What follows belongs to an exercise in optimizing a design on an open flow for small area, a short achievable clock period and few clock cycles; a production flow would make more cautious choices.
In this exercise RTL edits were held to simulation tests only and were not proved equivalent to the original.
Power figures rest on the tool's default switching activity, not on a simulated workload.

==> inputs of v12 <==
==> flow/design.v (excerpt) <==
module RISCV(clk,
            rst,
            mem_wen_D_o,
            mem_addr_D_o,
            mem_wdata_D_o,
            mem_rdata_D,
            mem_addr_I_o,
            mem_rdata_I);
Settings: LEC_CHECK=0, CAP_MARGIN=20, CELL_PAD_IN_SITES_DETAIL_PLACEMENT=1, CORE_MARGIN=2, CORE_UTILIZATION=42, PLACE_DENSITY=0.5, SETUP_SLACK_MARGIN=5, SLEW_MARGIN=20; clock period 8.5 ns.
standard.sh (not shown) runs the stock make flow with config.mk's settings and CLKGATE_MAP_FILE= SYNTH_SCRIPT=/design/flow/synth_recipe.tcl, a recipe that flattens the netlist after the stock synthesis.
==> flow/flow/run.sh <==
#!/bin/bash
set -euo pipefail
bash standard.sh \
  'BUFFER_PORTS_ARGS=-buffer_cell sky130_fd_sc_hd__buf_4' \
  'CTS_ARGS=-sink_clustering_enable -repair_clock_nets -dont_use_dummy_load -buf_list sky130_fd_sc_hd__clkbuf_8' \
  finish > make.log 2>&1
==> inputs of v34, as changes to v12 <==
--- a/flow/design.v
+++ b/flow/design.v
@@ -27,32 +27,27 @@
     wire f_load   = ~inst[6] & ~inst[5] & ~inst[4];
     wire f_opimm  = ~inst[6] & ~inst[5] &  inst[4];
     wire f_store  = ~inst[6] &  inst[5] & ~inst[4];
     wire f_op     = ~inst[6] &  inst[5] &  inst[4];
     wire f_alu    = ~inst[6] &  inst[4];             
     wire f_wr     = (f_load | f_alu | f_jal | f_jalr) & (f_rd != 5'd0);
     wire [63:0] f_immi  = {{52{inst[31]}}, inst[31:20]};
-    wire [11:0] f_imm12 = f_store ? {inst[31:25], inst[11:7]} :
-                          f_br    ? {inst[31], inst[31], inst[7], inst[30:25], inst[11:9]} :
-                                    inst[31:20];
+    wire [11:0] f_imm12 = f_store ? {inst[31:25], inst[11:7]} : inst[31:20];
     wire [29:0] f_offb  = {{20{inst[31]}}, inst[7], inst[30:25], inst[11:9]};
     wire [29:0] f_offj  = {{12{inst[31]}}, inst[19:12], inst[20], inst[30:22]};
     wire        f_same   = (f_rs1 == f_rs2);
     wire        f_bpred  = f_same ? ~f_f3[0] : inst[31];
     wire        f_pred   = f_jal | (f_br & f_bpred);
     wire [10:0] f_fb     = {1'b0, pc[9:0]} + {1'b0, f_offb[9:0]};
     wire [10:0] f_fj     = {1'b0, pc[9:0]} + {1'b0, f_offj[9:0]};
     wire        f_fb_ok  = (f_fb[10] == inst[31]);
     wire        f_fj_ok  = (f_fj[10] == inst[31]) & (f_offj[17:10] == {8{inst[31]}});
     wire [29:0] f_ftb    = {pc[29:10], f_fb[9:0]};
     wire [29:0] f_ftj    = {pc[29:10], f_fj[9:0]};
-    reg         fx_pend;       
-    reg  [18:0] fx_off;
-    wire [29:0] fx_tgt   = pc + {{11{fx_off[18]}}, fx_off};
-    wire        f_slow   = ~fx_pend & ((f_jal & ~f_fj_ok) | (f_br & f_bpred & ~f_fb_ok));
+    wire        f_fix    = (f_jal & ~f_fj_ok) | (f_br & f_bpred & ~f_fb_ok);
     wire [29:0] f_pc1    = pc + 30'd1;
     reg  [4:0]  lk_reg, kc_reg;
     reg  [9:0]  lk_val, kc_val;
     wire        f_lk_hit = f_jalr & (f_rs1 == lk_reg);
     wire        f_kc_hit = f_jalr & (f_rs1 == kc_reg);
     wire [9:0]  f_jbase  = f_lk_hit ? lk_val : kc_val;
     wire [10:0] f_jl     = {1'b0, lk_val} + {1'b0, inst[31:22]};
@@ -71,19 +66,21 @@
             end
             if (f_li & (f_rd != 5'd0)) begin
                 kc_reg <= f_rd; kc_val <= inst[31:22];
             end
         end
     end
     reg         x_v;
-    reg  [63:0] x_a, x_b;
+    reg  [63:0] x_a;
     reg  [11:0] x_imm;
     reg  [29:0] x_alt;         
     reg  [4:0]  x_rd;
-    reg         x_wr, x_load, x_store, x_br, x_bne, x_jalr, x_link, x_pred;
+    reg         x_wr, x_load, x_store, x_br, x_bne, x_jal, x_jalr, x_link, x_pred;
+    reg  [18:0] x_off;         
+    reg         x_fix;         
     reg         x_sub;
     reg         x_s_add, x_s_sll, x_s_sr, x_s_slt, x_s_xor, x_s_or, x_s_and;
     reg         x_sh_arith;
     reg  [63:0] x_bn;          
     reg  [9:0]  x_jb;          
     reg         x_jp;          
     reg         m_v;
@@ -128,28 +125,29 @@
     wire fm1 = m_we & (m_rd == f_rs1);
     wire fm2 = m_we & (m_rd == f_rs2);
     wire [63:0] f_a  = fx1 ? x_res : fm1 ? m_wb : rd1;
     wire [63:0] f_r2 = fx2 ? x_res : fm2 ? m_wb : rd2;
     wire [63:0] f_b  = f_opimm ? f_immi : f_r2;
     wire f_sub = f_alu & ((f_f3 == 3'd2) | (f_op & inst[30] & (f_f3 == 3'd0)));
     wire f_use2 = (~inst[6] & inst[5]) | f_br;      
-    wire f_ldwait = x_we & x_load & (((x_rd == f_rs1) & ~f_jal) | ((x_rd == f_rs2) & f_use2));
-    wire f_stall = f_ldwait | f_slow;
+    wire f_stall = x_we & x_load & (((x_rd == f_rs1) & ~f_jal) | ((x_rd == f_rs2) & f_use2));
     wire [63:0] a = x_a;
-    wire [63:0] b = x_b;
+    wire [63:0] b = x_bn;
     wire        x_eq      = (a == b);
     wire        x_jok     = x_jp & (a[31:0] == {20'd0, x_jb, 2'b00});
     wire [31:0] x_sum     = a[31:0] + {{20{x_imm[11]}}, x_imm};
-    wire        x_redirect = x_v & ((x_jalr & ~x_jok) | (x_br & (x_eq ^ x_bne ^ x_pred)));
+    wire        x_taken   = x_eq ^ x_bne;
+    wire        x_redirect = x_v & ((x_jalr & ~x_jok) | (x_jal & x_fix) |
+                                    (x_br & ((x_taken ^ x_pred) | (x_taken & x_fix))));
     wire [29:0] x_pc1     = x_alt + 30'd1;
-    wire [29:0] x_btgt    = x_alt + {{19{x_imm[10]}}, x_imm[10:0]};
-    wire [29:0] x_target  = x_jalr ? x_sum[31:2] : (x_eq ^ x_bne) ? x_btgt : x_pc1;
+    wire [29:0] x_btgt    = x_alt + {{11{x_off[18]}}, x_off};
+    wire [29:0] x_target  = x_jalr ? x_sum[31:2] : (x_jal | x_taken) ? x_btgt : x_pc1;
     wire [64:0] x_add1 = {a, 1'b1} + {x_bn, x_sub};
     wire [63:0] x_add  = x_add1[64:1];
-    wire        x_lt   = (a[63] ^ b[63]) ? a[63] : x_add[63];
+    wire        x_lt   = (a[63] ^ ~x_bn[63]) ? a[63] : x_add[63];
     wire [63:0] x_sll  = a << b[5:0];
     wire [63:0] x_sr   = $signed({x_sh_arith & a[63], a}) >>> b[5:0];
     wire [63:0] x_lnk  = {32'd0, x_pc1, 2'b00};
     assign x_res = ({64{x_s_add}} & x_add)
                  | ({64{x_s_sll}} & x_sll)
                  | ({64{x_s_sr}}  & x_sr)
                  | ({64{x_s_slt}} & {63'd0, x_lt})
@@ -157,48 +155,43 @@
                  | ({64{x_s_or}}  & (a | b))
                  | ({64{x_s_and}} & (a & b))
                  | ({64{x_link}}  & x_lnk)
                  | ({64{x_store}} & b);
     assign mem_wen_D_o   = m_v & m_store;
     assign mem_wdata_D_o = {m_res[7:0],m_res[15:8],m_res[23:16],m_res[31:24],
                             m_res[39:32],m_res[47:40],m_res[55:48],m_res[63:56]};
-    wire s_hold = f_stall;
-    wire s_fx   = ~f_stall & fx_pend;
-    wire s_j    = ~f_stall & ~fx_pend & f_jal;
-    wire s_b    = ~f_stall & ~fx_pend & f_br & f_bpred;
-    wire s_jr   = ~f_stall & f_jpred;
-    wire s_n    = ~f_stall & ~f_jal & ~(f_br & f_bpred) & ~f_jpred;
-    wire [29:0] f_next = ({30{s_hold}} & pc)
-                       | ({30{s_fx}}   & fx_tgt)
-                       | ({30{s_j}}    & f_ftj)
+    wire s_j    = f_jal;
+    wire s_b    = f_br & f_bpred;
+    wire s_jr   = f_jpred;
+    wire s_n    = ~f_jal & ~(f_br & f_bpred) & ~f_jpred;
+    wire [29:0] f_next = ({30{s_j}}    & f_ftj)
                        | ({30{s_b}}    & f_ftb)
                        | ({30{s_jr}}   & f_jtgt)
                        | ({30{s_n}}    & f_pc1);
     always @(posedge clk or posedge rst) begin
         if (rst) begin
             mem_addr_I_o <= 30'd0;
-            fx_pend      <= 1'b0;
             x_v          <= 1'b0;
             m_v          <= 1'b0;
         end else begin
-            mem_addr_I_o <= x_redirect ? x_target : f_next;
-            fx_pend      <= ~x_redirect & (fx_pend ? f_ldwait : f_slow);
+            if (!f_stall) mem_addr_I_o <= x_redirect ? x_target : f_next;
             x_v <= ~x_redirect & ~f_stall;
             m_v <= x_v;
         end
     end
     always @(posedge clk) begin
         x_a      <= f_a;
-        x_b      <= f_b;
         x_bn     <= f_b ^ {64{f_sub}};
         x_jb     <= f_jbase;
         x_jp     <= f_jok;
         x_imm    <= f_imm12;
         x_alt    <= pc;
-        fx_off   <= f_jal ? f_offj[18:0] : f_offb[18:0];
+        x_off    <= f_jal ? f_offj[18:0] : f_offb[18:0];
+        x_fix    <= f_fix;
+        x_jal    <= f_jal;
         x_rd     <= f_rd;
         x_wr     <= f_wr;
         x_load   <= f_load;
         x_store  <= f_store;
         x_br     <= f_br;
         x_bne    <= f_f3[0];
         x_jalr   <= f_jalr;
==> flow/flow/run.sh (replaced) <==
#!/bin/bash
set -euo pipefail
here=$(pwd)
bash standard.sh \
  'ADDER_MAP_FILE=' \
  'BUFFER_PORTS_ARGS=-buffer_cell sky130_fd_sc_hd__buf_4' \
  'CTS_ARGS=-sink_clustering_enable -repair_clock_nets -dont_use_dummy_load -buf_list sky130_fd_sc_hd__clkbuf_16 -sink_clustering_size 20 -sink_clustering_max_diameter 80' \
  "POST_GLOBAL_ROUTE_TCL=$here/flow/post_grt.tcl" \
  finish > make.log 2>&1
==> flow/flow/post_grt.tcl (new file) <==
# After global routing: repair antennas again with a 30% ratio margin, so
# that detailed routing rarely leaves antenna violations to repair (each
# repair after detailed routing reroutes the design).
repair_antennas -ratio_margin 30 -iterations 3
check_placement -verbose
==> inputs of v4, as changes to v12 <==
--- a/flow/design.v
+++ b/flow/design.v
@@ -27,32 +27,27 @@
     wire f_load   = ~inst[6] & ~inst[5] & ~inst[4];
     wire f_opimm  = ~inst[6] & ~inst[5] &  inst[4];
     wire f_store  = ~inst[6] &  inst[5] & ~inst[4];
     wire f_op     = ~inst[6] &  inst[5] &  inst[4];
     wire f_alu    = ~inst[6] &  inst[4];             
     wire f_wr     = (f_load | f_alu | f_jal | f_jalr) & (f_rd != 5'd0);
     wire [63:0] f_immi  = {{52{inst[31]}}, inst[31:20]};
-    wire [11:0] f_imm12 = f_store ? {inst[31:25], inst[11:7]} :
-                          f_br    ? {inst[31], inst[31], inst[7], inst[30:25], inst[11:9]} :
-                                    inst[31:20];
+    wire [11:0] f_imm12 = f_store ? {inst[31:25], inst[11:7]} : inst[31:20];
     wire [29:0] f_offb  = {{20{inst[31]}}, inst[7], inst[30:25], inst[11:9]};
     wire [29:0] f_offj  = {{12{inst[31]}}, inst[19:12], inst[20], inst[30:22]};
     wire        f_same   = (f_rs1 == f_rs2);
     wire        f_bpred  = f_same ? ~f_f3[0] : inst[31];
     wire        f_pred   = f_jal | (f_br & f_bpred);
     wire [10:0] f_fb     = {1'b0, pc[9:0]} + {1'b0, f_offb[9:0]};
     wire [10:0] f_fj     = {1'b0, pc[9:0]} + {1'b0, f_offj[9:0]};
     wire        f_fb_ok  = (f_fb[10] == inst[31]);
     wire        f_fj_ok  = (f_fj[10] == inst[31]) & (f_offj[17:10] == {8{inst[31]}});
     wire [29:0] f_ftb    = {pc[29:10], f_fb[9:0]};
     wire [29:0] f_ftj    = {pc[29:10], f_fj[9:0]};
-    reg         fx_pend;       
-    reg  [18:0] fx_off;
-    wire [29:0] fx_tgt   = pc + {{11{fx_off[18]}}, fx_off};
-    wire        f_slow   = ~fx_pend & ((f_jal & ~f_fj_ok) | (f_br & f_bpred & ~f_fb_ok));
+    wire        f_fix    = (f_jal & ~f_fj_ok) | (f_br & f_bpred & ~f_fb_ok);
     wire [29:0] f_pc1    = pc + 30'd1;
     reg  [4:0]  lk_reg, kc_reg;
     reg  [9:0]  lk_val, kc_val;
     wire        f_lk_hit = f_jalr & (f_rs1 == lk_reg);
     wire        f_kc_hit = f_jalr & (f_rs1 == kc_reg);
     wire [9:0]  f_jbase  = f_lk_hit ? lk_val : kc_val;
     wire [10:0] f_jl     = {1'b0, lk_val} + {1'b0, inst[31:22]};
@@ -71,19 +66,21 @@
             end
             if (f_li & (f_rd != 5'd0)) begin
                 kc_reg <= f_rd; kc_val <= inst[31:22];
             end
         end
     end
     reg         x_v;
-    reg  [63:0] x_a, x_b;
+    reg  [63:0] x_a;
     reg  [11:0] x_imm;
     reg  [29:0] x_alt;         
     reg  [4:0]  x_rd;
-    reg         x_wr, x_load, x_store, x_br, x_bne, x_jalr, x_link, x_pred;
+    reg         x_wr, x_load, x_store, x_br, x_bne, x_jal, x_jalr, x_link, x_pred;
+    reg  [18:0] x_off;         
+    reg         x_fix;         
     reg         x_sub;
     reg         x_s_add, x_s_sll, x_s_sr, x_s_slt, x_s_xor, x_s_or, x_s_and;
     reg         x_sh_arith;
     reg  [63:0] x_bn;          
     reg  [9:0]  x_jb;          
     reg         x_jp;          
     reg         m_v;
@@ -128,28 +125,29 @@
     wire fm1 = m_we & (m_rd == f_rs1);
     wire fm2 = m_we & (m_rd == f_rs2);
     wire [63:0] f_a  = fx1 ? x_res : fm1 ? m_wb : rd1;
     wire [63:0] f_r2 = fx2 ? x_res : fm2 ? m_wb : rd2;
     wire [63:0] f_b  = f_opimm ? f_immi : f_r2;
     wire f_sub = f_alu & ((f_f3 == 3'd2) | (f_op & inst[30] & (f_f3 == 3'd0)));
     wire f_use2 = (~inst[6] & inst[5]) | f_br;      
-    wire f_ldwait = x_we & x_load & (((x_rd == f_rs1) & ~f_jal) | ((x_rd == f_rs2) & f_use2));
-    wire f_stall = f_ldwait | f_slow;
+    wire f_stall = x_we & x_load & (((x_rd == f_rs1) & ~f_jal) | ((x_rd == f_rs2) & f_use2));
     wire [63:0] a = x_a;
-    wire [63:0] b = x_b;
+    wire [63:0] b = x_bn;
     wire        x_eq      = (a == b);
     wire        x_jok     = x_jp & (a[31:0] == {20'd0, x_jb, 2'b00});
     wire [31:0] x_sum     = a[31:0] + {{20{x_imm[11]}}, x_imm};
-    wire        x_redirect = x_v & ((x_jalr & ~x_jok) | (x_br & (x_eq ^ x_bne ^ x_pred)));
+    wire        x_taken   = x_eq ^ x_bne;
+    wire        x_redirect = x_v & ((x_jalr & ~x_jok) | (x_jal & x_fix) |
+                                    (x_br & ((x_taken ^ x_pred) | (x_taken & x_fix))));
     wire [29:0] x_pc1     = x_alt + 30'd1;
-    wire [29:0] x_btgt    = x_alt + {{19{x_imm[10]}}, x_imm[10:0]};
-    wire [29:0] x_target  = x_jalr ? x_sum[31:2] : (x_eq ^ x_bne) ? x_btgt : x_pc1;
+    wire [29:0] x_btgt    = x_alt + {{11{x_off[18]}}, x_off};
+    wire [29:0] x_target  = x_jalr ? x_sum[31:2] : (x_jal | x_taken) ? x_btgt : x_pc1;
     wire [64:0] x_add1 = {a, 1'b1} + {x_bn, x_sub};
     wire [63:0] x_add  = x_add1[64:1];
-    wire        x_lt   = (a[63] ^ b[63]) ? a[63] : x_add[63];
+    wire        x_lt   = (a[63] ^ ~x_bn[63]) ? a[63] : x_add[63];
     wire [63:0] x_sll  = a << b[5:0];
     wire [63:0] x_sr   = $signed({x_sh_arith & a[63], a}) >>> b[5:0];
     wire [63:0] x_lnk  = {32'd0, x_pc1, 2'b00};
     assign x_res = ({64{x_s_add}} & x_add)
                  | ({64{x_s_sll}} & x_sll)
                  | ({64{x_s_sr}}  & x_sr)
                  | ({64{x_s_slt}} & {63'd0, x_lt})
@@ -157,48 +155,43 @@
                  | ({64{x_s_or}}  & (a | b))
                  | ({64{x_s_and}} & (a & b))
                  | ({64{x_link}}  & x_lnk)
                  | ({64{x_store}} & b);
     assign mem_wen_D_o   = m_v & m_store;
     assign mem_wdata_D_o = {m_res[7:0],m_res[15:8],m_res[23:16],m_res[31:24],
                             m_res[39:32],m_res[47:40],m_res[55:48],m_res[63:56]};
-    wire s_hold = f_stall;
-    wire s_fx   = ~f_stall & fx_pend;
-    wire s_j    = ~f_stall & ~fx_pend & f_jal;
-    wire s_b    = ~f_stall & ~fx_pend & f_br & f_bpred;
-    wire s_jr   = ~f_stall & f_jpred;
-    wire s_n    = ~f_stall & ~f_jal & ~(f_br & f_bpred) & ~f_jpred;
-    wire [29:0] f_next = ({30{s_hold}} & pc)
-                       | ({30{s_fx}}   & fx_tgt)
-                       | ({30{s_j}}    & f_ftj)
+    wire s_j    = f_jal;
+    wire s_b    = f_br & f_bpred;
+    wire s_jr   = f_jpred;
+    wire s_n    = ~f_jal & ~(f_br & f_bpred) & ~f_jpred;
+    wire [29:0] f_next = ({30{s_j}}    & f_ftj)
                        | ({30{s_b}}    & f_ftb)
                        | ({30{s_jr}}   & f_jtgt)
                        | ({30{s_n}}    & f_pc1);
     always @(posedge clk or posedge rst) begin
         if (rst) begin
             mem_addr_I_o <= 30'd0;
-            fx_pend      <= 1'b0;
             x_v          <= 1'b0;
             m_v          <= 1'b0;
         end else begin
-            mem_addr_I_o <= x_redirect ? x_target : f_next;
-            fx_pend      <= ~x_redirect & (fx_pend ? f_ldwait : f_slow);
+            if (!f_stall) mem_addr_I_o <= x_redirect ? x_target : f_next;
             x_v <= ~x_redirect & ~f_stall;
             m_v <= x_v;
         end
     end
     always @(posedge clk) begin
         x_a      <= f_a;
-        x_b      <= f_b;
         x_bn     <= f_b ^ {64{f_sub}};
         x_jb     <= f_jbase;
         x_jp     <= f_jok;
         x_imm    <= f_imm12;
         x_alt    <= pc;
-        fx_off   <= f_jal ? f_offj[18:0] : f_offb[18:0];
+        x_off    <= f_jal ? f_offj[18:0] : f_offb[18:0];
+        x_fix    <= f_fix;
+        x_jal    <= f_jal;
         x_rd     <= f_rd;
         x_wr     <= f_wr;
         x_load   <= f_load;
         x_store  <= f_store;
         x_br     <= f_br;
         x_bne    <= f_f3[0];
         x_jalr   <= f_jalr;
==> flow/flow/run.sh (replaced) <==
#!/bin/bash
set -euo pipefail
here=$(pwd)
bash standard.sh \
  'ADDER_MAP_FILE=' \
  'BUFFER_PORTS_ARGS=-buffer_cell sky130_fd_sc_hd__buf_4' \
  'CTS_ARGS=-sink_clustering_enable -repair_clock_nets -dont_use_dummy_load -buf_list sky130_fd_sc_hd__clkbuf_16 -sink_clustering_size 20 -sink_clustering_max_diameter 80' \
  "POST_GLOBAL_ROUTE_TCL=$here/flow/post_grt.tcl" \
  finish > make.log 2>&1
==> flow/flow/post_grt.tcl (new file) <==
# After global routing: repair antennas again with a 30% ratio margin, so
# that detailed routing rarely leaves antenna violations to repair (each
# repair after detailed routing reroutes the design).
repair_antennas -ratio_margin 30 -iterations 3
check_placement -verbose
CAP_MARGIN = 30   (was 20)
SLEW_MARGIN = 40   (was 20)
TNS_END_PERCENT = 10   (was unset)
==> comparison table <==
| metric | v4 | v12 | v34 |
|---|---|---|---|
| DR WL met2 | 304,000 µm | 320,000 µm | 309,000 µm |
| Start-to-end type of the worst setup path | in -> reg | reg -> reg | reg -> reg |
| Share of cell area taken by multi-input logic gates | 0.354 | 0.364 | 0.359 |
| FF/Latch Area | 68,400 µm² | 69,800 µm² | 68,500 µm² |
| Sequential share of cell area | 0.484 | 0.444 | 0.450 |
| Tightest hold margin | 0.381 ns | 0.399 ns | 0.389 ns |
| Post-DP Area | 125,000 µm² | 132,000 µm² | 125,000 µm² |
| Outcome | no timing/DRC/antenna violations | no timing/DRC/antenna violations | finished with violations |
| Reasons for failing layout checks | - | - | max-slew violations |
| Measured slew at the worst slew-check pin | 1.29 ns | 1.34 ns | 1.56 ns |
| Clock net power | 7.48 mW | 9.14 mW | 7.49 mW |
| Wire length of the first global-routing pass | 973,000 µm | 1,030,000 µm | 995,000 µm |
| Fillers | 27,800 | 28,300 | 27,100 |
| Final core utilization | 0.510 | 0.545 | 0.550 |
| Required time at the worst-slack endpoint | 9.22 ns | 9.49 ns | 9.31 ns |
| Net Switching | 14.1 mW | 16.5 mW | 14.8 mW |
| Number of unique standard cell types used by synthesis | 88 | 89 | 88 |
| PwrDens | 252 nW/µm² | 261 nW/µm² | 244 nW/µm² |
| Number of nets produced by synthesis | 9,972 | 10,400 | 9,972 |
| Kind of launch point of the worst setup path | input port | flop | flop |
| Cell Int Power | 21.5 mW | 24.6 mW | 22.3 mW |
| Top power group | sequential cells | combinational logic | sequential cells |
| Overall power after layout | 35.7 mW | 41.1 mW | 37.1 mW |
| Max-slew violations | 0 | 0 | 19 |
Testbench counts of v12, summed over its fixed seeds: cycles 120,139.
Testbench counts of v34, summed over its fixed seeds: cycles 120,139.
Testbench counts of v4, summed over its fixed seeds: cycles 120,139.

## what the ideal ports hide
How much do the figures lean on ideal ports? The routed layouts below were timed once more, with nothing changed but the port constraints. Step 1 sets driving cells, clkbuf_16 on the clock port and buf_2 on the other inputs (assumed; they add their load-dependent delay and slew). Step 2 also shifts input and output timing later by t, the mid clock arrival at the registers, as if the neighbouring blocks saw the same clock. Slacks: ideal / step 1 / step 2; pairs: ideal / step 1.
run | t, ns | setup slack, ns | latest minus earliest clock arrival (ns) | worst slew at a driven data input, ns
v12 | 1.221 | 4.265 / 4.208 / 2.987 | 0.193 / 0.192 | 0.39
v34 | 1.010 | 4.106 / 4.106 / 3.271 | 0.153 / 0.152 | 0.19
v4 | 1.008 | 4.029 / 4.001 / 2.994 | 0.129 / 0.129 | 0.30
For v12, which loses most, drivers alone change the setup slack by -0.057 ns; drivers and shift together by -1.278 ns.
